What follows belongs to an exercise in optimizing a design on an open flow for small area and a short achievable clock period; a production flow would make more cautious choices.
RTL that was checked went through simulation tests only; none was proved equivalent to the original.
No activity file was given, so power comes from the tool's default toggle rates.

== run a ==
==> module stage1, before the edit <==
module stage1(
input logic clk, rst,
input logic enable_ex,
input logic [31:0] src1, src2, imm,
input logic [6:0] control_in,
input logic [31:0] mem_data_read_in,
output logic mem_data_wr_en,
output logic [31:0] mem_data_write_out,
output logic [31:0] p_q, g_q,
output logic [8:0] n_q,         
output logic cin_q, hadd_q, fill_q, shr_q, shl_q, upd_a_q,
output logic [1:0] cmode_q       
    );
logic [2:0] operation, opselect;
logic immp_regn;
assign {operation, immp_regn, opselect} = control_in;
assign mem_data_write_out = src2;
assign mem_data_wr_en = (opselect == 3'b100) && immp_regn;
logic [31:0] a, a_rev;
for (genvar i = 0; i < 32; i++) begin : g_rev
    assign a_rev[i] = a[31-i];
end
assign a = src1;
logic arith, memrd, shift, issue;
assign issue = enable_ex & ~rst;
assign arith = (opselect == 3'b001);
assign memrd = (opselect == 3'b101) && immp_regn;
assign shift = (opselect == 3'b000);
logic [31:0] b;
logic lhg;
assign lhg = arith && (operation == 3'b111);
logic k_m, k_imm, k_s2, k_imm_hi, k_s2_hi, k_imm_lhg, k_s2_lhg;
assign k_m = memrd;
assign k_imm = ~memrd & immp_regn;
assign k_s2 = ~memrd & ~immp_regn;
assign k_imm_hi = k_imm & ~lhg;
assign k_s2_hi = k_s2 & ~lhg;
assign k_imm_lhg = k_imm & lhg;
assign k_s2_lhg = k_s2 & lhg;
assign b[15:0] = ({16{k_m}} & mem_data_read_in[15:0]) | ({16{k_imm}} & imm[15:0]) | ({16{k_s2}} & src2[15:0]);
assign b[31:16] = ({16{k_m}} & mem_data_read_in[31:16]) | ({16{k_imm_hi}} & imm[31:16]) | ({16{k_s2_hi}} & src2[31:16])
                | ({16{k_imm_lhg}} & imm[15:0]) | ({16{k_s2_lhg}} & src2[15:0]);
logic shl_op;
assign shl_op = shift & ~operation[1];
logic [31:0] x;
logic k_rev, k_a, k_na;
assign k_rev = shl_op;
assign k_a = ~shl_op & ~operation[1];
assign k_na = ~shl_op & operation[1];
assign x = ({32{k_rev}} & a_rev) | ({32{k_a}} & a) | ({32{k_na}} & ~a);
logic [3:0] t_lo, t_mid, t_hi;
logic addop;
logic cin, hadd, fill, shr, shl, upd, upd_a;
logic [1:0] cm, cmode;
always_comb begin
    t_lo = 4'b0000;
    addop = 1'b0;
    cin = 1'b0;
    hadd = 1'b0;
    fill = 1'b0;
    shr = 1'b0;
    shl = 1'b0;
    upd = 1'b0;
    cm = 2'd0;
    if (arith) begin
        upd = 1'b1;
        case (operation)
            3'b000:  begin t_lo = 4'b0110; addop = 1'b1; cm = 2'd2; end
            3'b010:  begin t_lo = 4'b0110; addop = 1'b1; cin = 1'b1; cm = 2'd2; end   
            3'b001: begin t_lo = 4'b0110; addop = 1'b1; hadd = 1'b1; cm = 2'd3; end
            3'b011:  begin t_lo = 4'b0101; cm = 2'd1; end
            3'b100:  t_lo = 4'b1000;
            3'b101:   t_lo = 4'b1110;
            3'b110:  t_lo = 4'b1001;                    
            default: begin t_lo = 4'b0000; cm = 2'd1; end
        endcase
    end else if (memrd) begin
        upd = (operation != 3'b011);
        cm = (operation != 3'b011) ? 2'd1 : 2'd0;
        t_lo = 4'b1010;
    end else if (shift) begin
        upd = ~operation[2];
        shl = ~operation[1];
        shr = operation[1];
        fill = operation[0] & operation[1] & a[31];
        t_lo = operation[1] ? 4'b0011 : 4'b1100;  
    end
end
assign upd_a = upd & issue;
assign cmode = issue ? cm : 2'd0;
always_comb begin
    t_mid = t_lo;
    t_hi = t_lo;
    if (lhg) t_hi = 4'b1010;
    if (memrd) begin
        if (operation[1:0] == 2'b00) t_mid = {4{~operation[2] & mem_data_read_in[7]}};
        if (operation[1] == 1'b0) t_hi = {4{~operation[2] & (operation[0] ? mem_data_read_in[15] : mem_data_read_in[7])}};
    end
end
logic [31:0] p, g;
for (genvar i = 0; i < 32; i++) begin : g_p
    if (i < 8) assign p[i] = t_lo[{x[i], b[i]}];
    else if (i < 16) assign p[i] = t_mid[{x[i], b[i]}];
    else assign p[i] = t_hi[{x[i], b[i]}];
end
assign g = addop ? x & b : 32'b0;
logic [4:0] n;
assign n = imm[2] ? src2[4:0] : imm[10:6];
always_ff@(posedge clk) begin
    p_q <= p;
    g_q <= g;
    n_q <= {n[4], 4'b1 << n[3:2], 4'b1 << n[1:0]};
    cin_q <= cin;
    hadd_q <= hadd;
    fill_q <= fill;
    shr_q <= shr;
    shl_q <= shl;
    upd_a_q <= upd_a;
    cmode_q <= cmode;
end
endmodule
clock: 4.5 ns
lec_check: 0
cap_margin: 20
core_margin: 2
core_utilization: 40
cts_buf_list: sky130_fd_sc_hd__clkbuf_4 sky130_fd_sc_hd__clkbuf_8
setup_slack_margin: 2.0
slew_margin: 20
standard.sh (not shown) runs the stock make flow with config.mk's settings and CLKGATE_MAP_FILE= SYNTH_SCRIPT=/design/flow/synth_recipe.tcl, a recipe that flattens the netlist after the stock synthesis.
==> flow/flow/run.sh <==
#!/bin/bash
# The standard layout, with plain buffers (not delay cells) on the ports.
set -euo pipefail
bash standard.sh "BUFFER_PORTS_ARGS=-buffer_cell sky130_fd_sc_hd__buf_1" finish > standard.log 2>&1
Modified inputs, run b compared to run a
-- flow/design.v --
<<< run a, line 28
assign memrd = (opselect == 3'b101) && immp_regn;
assign shift = (opselect == 3'b000);
logic [31:0] b;
logic lhg;
>>> run b, line 28
assign memrd = (opselect == 3'b101) && immp_regn;
assign shift = (opselect == 3'b000);
logic shl_op;
assign shl_op = shift & ~operation[1];
logic [31:0] b;
logic lhg;
<<< run a, line 33
logic k_m, k_imm, k_s2, k_imm_hi, k_s2_hi, k_imm_lhg, k_s2_lhg;
assign k_m = memrd;
assign k_imm = ~memrd & immp_regn;
assign k_s2 = ~memrd & ~immp_regn;
assign k_imm_hi = k_imm & ~lhg;
assign k_s2_hi = k_s2 & ~lhg;
assign k_imm_lhg = k_imm & lhg;
assign k_s2_lhg = k_s2 & lhg;
assign b[15:0] = ({16{k_m}} & mem_data_read_in[15:0]) | ({16{k_imm}} & imm[15:0]) | ({16{k_s2}} & src2[15:0]);
assign b[31:16] = ({16{k_m}} & mem_data_read_in[31:16]) | ({16{k_imm_hi}} & imm[31:16]) | ({16{k_s2_hi}} & src2[31:16])
                | ({16{k_imm_lhg}} & imm[15:0]) | ({16{k_s2_lhg}} & src2[15:0]);
logic shl_op;
assign shl_op = shift & ~operation[1];
logic [31:0] x;
logic k_rev, k_a, k_na;
assign k_rev = shl_op;
assign k_a = ~shl_op & ~operation[1];
assign k_na = ~shl_op & operation[1];
assign x = ({32{k_rev}} & a_rev) | ({32{k_a}} & a) | ({32{k_na}} & ~a);
logic [3:0] t_lo, t_mid, t_hi;
logic addop;
>>> run b, line 35
logic k_m, k_imm, k_s2, k_imm_hi, k_s2_hi, k_imm_lhg, k_s2_lhg;
assign k_m = memrd;
assign k_imm = ~memrd & ~shl_op & immp_regn;
assign k_s2 = ~memrd & ~shl_op & ~immp_regn;
assign k_imm_hi = k_imm & ~lhg;
assign k_s2_hi = k_s2 & ~lhg;
assign k_imm_lhg = k_imm & lhg;
assign k_s2_lhg = k_s2 & lhg;
assign b[15:0] = ({16{shl_op}} & a_rev[15:0]) | ({16{k_m}} & mem_data_read_in[15:0]) | ({16{k_imm}} & imm[15:0]) | ({16{k_s2}} & src2[15:0]);
assign b[31:16] = ({16{shl_op}} & a_rev[31:16]) | ({16{k_m}} & mem_data_read_in[31:16]) | ({16{k_imm_hi}} & imm[31:16]) | ({16{k_s2_hi}} & src2[31:16])
                | ({16{k_imm_lhg}} & imm[15:0]) | ({16{k_s2_lhg}} & src2[15:0]);
logic [31:0] x;
assign x = a ^ {32{operation[1]}};
logic [3:0] t_lo, t_mid, t_hi;
logic addop;
<<< run a, line 85
        shr = operation[1];
        fill = operation[0] & operation[1] & a[31];
        t_lo = operation[1] ? 4'b0011 : 4'b1100;  
    end
end
>>> run b, line 81
        shr = operation[1];
        fill = operation[0] & operation[1] & a[31];
        t_lo = operation[1] ? 4'b0011 : 4'b1010;  
    end
end
### Flow results
Placeable core region: run b vs run a up 0.31%
Comparing the two runs side by side, run b comes out behind run a on setup slack.
Summary — clock share of power, run b relative to run a: higher, by 0.4 points.
Run a -> run b: area after synthesis increased slightly
On sequential-cell power consumption, run b tracks run a almost exactly.
Run b -> run a: cell area after layout flat
Layout clock buffer count | run b below run a
In run b, overall power of the completed layout is higher than in run a.
Going from run a to run b, global-route wire length before repair grows by 9.2%.
For the post-route clock period utilization, run b came in 1.7 points higher than run a did.
Relative to run a, run b degrades hold slack.
Final wirelength (run b / run a): 1.09
Basic-gate share of the synthesized area counting and, or, nand and nor cells ends up higher on run b.
Only the layout flow was run in run b; the RTL was not checked for function there.

[port drivers added, routing unchanged]
The results above use ideal ports. As a check the final layouts listed here were re-extracted and re-timed, cells and wires unchanged. Step 1: set_driving_cell puts a clkbuf_16 on clk and a buf_2 on each other input, an assumption about the parent block. Step 2 moves the port delays by t, midway between the first and last clock arrival at a register: inputs arrive t later, outputs are due t later. That takes back most of the time a late clock gives input paths. Slacks: no drivers / after step 1 / after step 2; pairs: no drivers / after step 1.
| run | shift t [ns] | slack for setup (ns) | worst setup path at the end |
|---|---|---|---|
| run a | 0.490 | 1.980 / 2.003 / 1.512 | input to register |
| run b | 0.512 | 1.904 / 1.898 / 1.386 | input to register |
After both steps every run listed still meets setup and hold. For run b, which loses most, drivers alone change the setup slack by -0.006 ns; drivers and shift together by -0.518 ns.
